This design comes from an exercise in tuning for small area on the open sky130 flow, not from production work.
The RTL was checked by simulation tests, not by an equivalence proof against the original design.

Setup of run A:
==> flow/design.v (excerpt) <==
module gpio_axil #
(
    parameter NUM_GPIO = 32,  
    parameter AXIL_ADDR_WIDTH = 16,
    parameter AXIL_ADDR_BASE = 0,
    parameter RB_NEXT_PTR = 0
)
(
    input  wire                         clk,
    input  wire                         rst,
    input  wire [AXIL_ADDR_WIDTH-1:0]   s_axil_awaddr,
    input  wire [2:0]                   s_axil_awprot,
    input  wire                         s_axil_awvalid,
    output wire                         s_axil_awready,
    input  wire [31:0]                  s_axil_wdata,
    input  wire [3:0]                   s_axil_wstrb,
    input  wire                         s_axil_wvalid,
    output wire                         s_axil_wready,
    output wire [1:0]                   s_axil_bresp,
    output wire                         s_axil_bvalid,
    input  wire                         s_axil_bready,
    input  wire [AXIL_ADDR_WIDTH-1:0]   s_axil_araddr,
    input  wire [2:0]                   s_axil_arprot,
    input  wire                         s_axil_arvalid,
    output wire                         s_axil_arready,
    output wire [31:0]                  s_axil_rdata,
    output wire [1:0]                   s_axil_rresp,
    output wire                         s_axil_rvalid,
    input  wire                         s_axil_rready,
    output wire                         irq,
    input  wire [NUM_GPIO-1:0]          gpio_i,
    output wire [NUM_GPIO-1:0]          gpio_t,
    output wire [NUM_GPIO-1:0]          gpio_o
);
For scale: roughly 1,000 cells after synthesis, ~220 I/O pins.
export LEC_CHECK = 0
export CAP_MARGIN = 20
export CORE_MARGIN = 2
export CORE_UTILIZATION = 50
export SLEW_MARGIN = 20
export SYNTH_HIERARCHICAL = 1
create_clock -name core_clock -period 5.0 [get_ports {clk}]
standard.sh (not shown) runs the stock make flow with config.mk's settings and CLKGATE_MAP_FILE= SYNTH_SCRIPT=/design/flow/synth_recipe.tcl, a recipe that flattens the netlist after the stock synthesis.
==> flow/flow/run.sh <==
#!/bin/bash
# Standard layout, except: combinational cells start at their smallest drive
# strength, the ports get the smallest buffer, and the clock tree uses
# larger leaf clusters.
set -o pipefail
here=$(cd "$(dirname "$0")" && pwd)
bash standard.sh \
  "PRE_FLOORPLAN_TCL=$here/downsize.tcl" \
  "BUFFER_PORTS_ARGS=-buffer_cell sky130_fd_sc_hd__buf_1" \
  "CTS_ARGS=-sink_clustering_enable -repair_clock_nets -buf_list sky130_fd_sc_hd__clkbuf_16 -sink_clustering_size 30 -sink_clustering_max_diameter 60" \
  finish > standard.log 2>&1
==> flow/flow/downsize.tcl <==
# Before floorplanning: put every combinational cell at the smallest drive
# strength of its function. The repairs later in the flow size up whatever
# timing, slew or capacitance needs.
set ds_dont_use $::env(DONT_USE_CELLS)
set ds_count 0
foreach inst [get_cells *] {
  set master [get_property $inst ref_name]
  if {![regexp {^(sky130_fd_sc_hd__[a-z0-9]+)_([0-9]+)$} $master -> base drive]} { continue }
  if {[regexp {__(df|edf|sdf|dl|conb|tap|fill|decap|clk)} $base]} { continue }
  set best $master
  set best_area [get_property [lindex [get_lib_cells */$master] 0] area]
  foreach cand [get_lib_cells */${base}_*] {
    set cname [get_name $cand]
    if {![regexp "^${base}_\[0-9\]+\$" $cname]} { continue }
    if {[lsearch -exact $ds_dont_use $cname] >= 0} { continue }
    set a [get_property $cand area]
    if {$a < $best_area - 1e-6} { set best $cname; set best_area $a }
  }
  if {$best ne $master} {
    replace_cell $inst [lindex [get_lib_cells */$best] 0]
    incr ds_count
  }
}
puts "downsize: $ds_count cells set to their smallest drive strength"
Both conditions hold for run A: the flow ran to the end and the final layout passed the timing, design-rule and antenna checks.
Setup changes, run A to run B
diff --git a/flow/flow/run.sh b/flow/flow/run.sh
--- a/flow/flow/run.sh
+++ b/flow/flow/run.sh
@@ -9,3 +9,3 @@
   "BUFFER_PORTS_ARGS=-buffer_cell sky130_fd_sc_hd__buf_1" \
-  "CTS_ARGS=-sink_clustering_enable -repair_clock_nets -buf_list sky130_fd_sc_hd__clkbuf_16 -sink_clustering_size 30 -sink_clustering_max_diameter 60" \
+  "CTS_ARGS=-sink_clustering_enable -repair_clock_nets -buf_list sky130_fd_sc_hd__clkbuf_8 -sink_clustering_size 16 -sink_clustering_max_diameter 50" \
   finish > standard.log 2>&1
==> flow/flow/downsize.tcl <==
# Before floorplanning: put every combinational cell at the smallest drive
# strength of its function. The repairs later in the flow size up whatever
# timing, slew or capacitance needs.
set lib_area {}
foreach lib [get_libs *] {
  foreach cell [get_lib_cells -quiet [get_name $lib]/*] {
    dict set lib_area [get_name $cell] [get_property $cell area]
  }
}
set dont_use {}
foreach c $::env(DONT_USE_CELLS) { lappend dont_use $c }
set n 0
foreach inst [[ord::get_db_block] getInsts] {
  set master [[$inst getMaster] getName]
  if {![regexp {^(sky130_fd_sc_hd__[a-z0-9]+)_([0-9]+)$} $master -> base drive]} { continue }
  if {[regexp {__(df|edf|sdf|dl|conb|tap|fill|decap|clk)} $base]} { continue }
  set best $master
  set best_area [dict get $lib_area $master]
  foreach cand [dict keys $lib_area ${base}_*] {
    if {![regexp "^${base}_\[0-9\]+\$" $cand]} { continue }
    if {[lsearch -exact $dont_use $cand] >= 0} { continue }
    set a [dict get $lib_area $cand]
    if {$a < $best_area - 1e-6} { set best $cand; set best_area $a }
  }
  if {$best ne $master} {
    replace_cell $inst [get_lib_cells $best]
    incr n
  }
}
puts "downsize: $n cells set to their smallest drive strength"
==> notes.md <==
Looking across run B and run A, the single run that reached the end with no open violations was run A.
Tool error STA-0124 stopped run B during 2_1_floorplan; no final results.
Here is what was changed in the inputs of run C compared with run B.
==> flow/flow/downsize.tcl <==
# Before floorplanning: put every combinational cell at the smallest drive
# strength of its function. The repairs later in the flow size up whatever
# timing, slew or capacitance needs.
set ds_dont_use $::env(DONT_USE_CELLS)
set ds_count 0
foreach inst [get_cells *] {
  set master [get_property $inst ref_name]
  if {![regexp {^(sky130_fd_sc_hd__[a-z0-9]+)_([0-9]+)$} $master -> base drive]} { continue }
  if {[regexp {__(df|edf|sdf|dl|conb|tap|fill|decap|clk)} $base]} { continue }
  set best $master
  set best_area [get_property [lindex [get_lib_cells */$master] 0] area]
  foreach cand [get_lib_cells */${base}_*] {
    set cname [get_name $cand]
    if {![regexp "^${base}_\[0-9\]+\$" $cname]} { continue }
    if {[lsearch -exact $ds_dont_use $cname] >= 0} { continue }
    set a [get_property $cand area]
    if {$a < $best_area - 1e-6} { set best $cname; set best_area $a }
  }
  if {$best ne $master} {
    replace_cell $inst [lindex [get_lib_cells */$best] 0]
    incr ds_count
  }
}
puts "downsize: $ds_count cells set to their smallest drive strength"
==> notes.md <==
Run C finished end to end and its layout was clean on timing, DRC and antenna.

==> separate check: timing with driven ports <==
The results above use ideal ports. As a check the final layouts listed here were re-extracted and re-timed, cells and wires unchanged.
Step 1: set_driving_cell puts a clkbuf_16 on clk and a buf_2 on each other input, an assumption about the parent block.
Step 2, shift: input delay + t, output delay - t, t = (earliest + latest rising clock arrival at the registers) / 2. This alone moves slack from input paths to output paths.
Slacks: ideal / step 1 / step 2; pairs: ideal / step 1.
| run | t (ns) | setup WS [ns] | hold WS [ns] | latest minus earliest clock arrival (ns) |
|---|---|---|---|---|
| run A | 0.555 | 1.418 / 1.370 / 1.107 | 0.488 / 0.488 / 0.488 | 0.019 / 0.019 |
| run C | 0.630 | 1.298 / 1.254 / 1.072 | 0.490 / 0.490 / 0.490 | 0.035 / 0.036 |
After both steps setup and hold are still met in every run listed. For run A, which loses most, drivers alone change the setup slack by -0.048 ns; drivers and shift together by -0.311 ns.
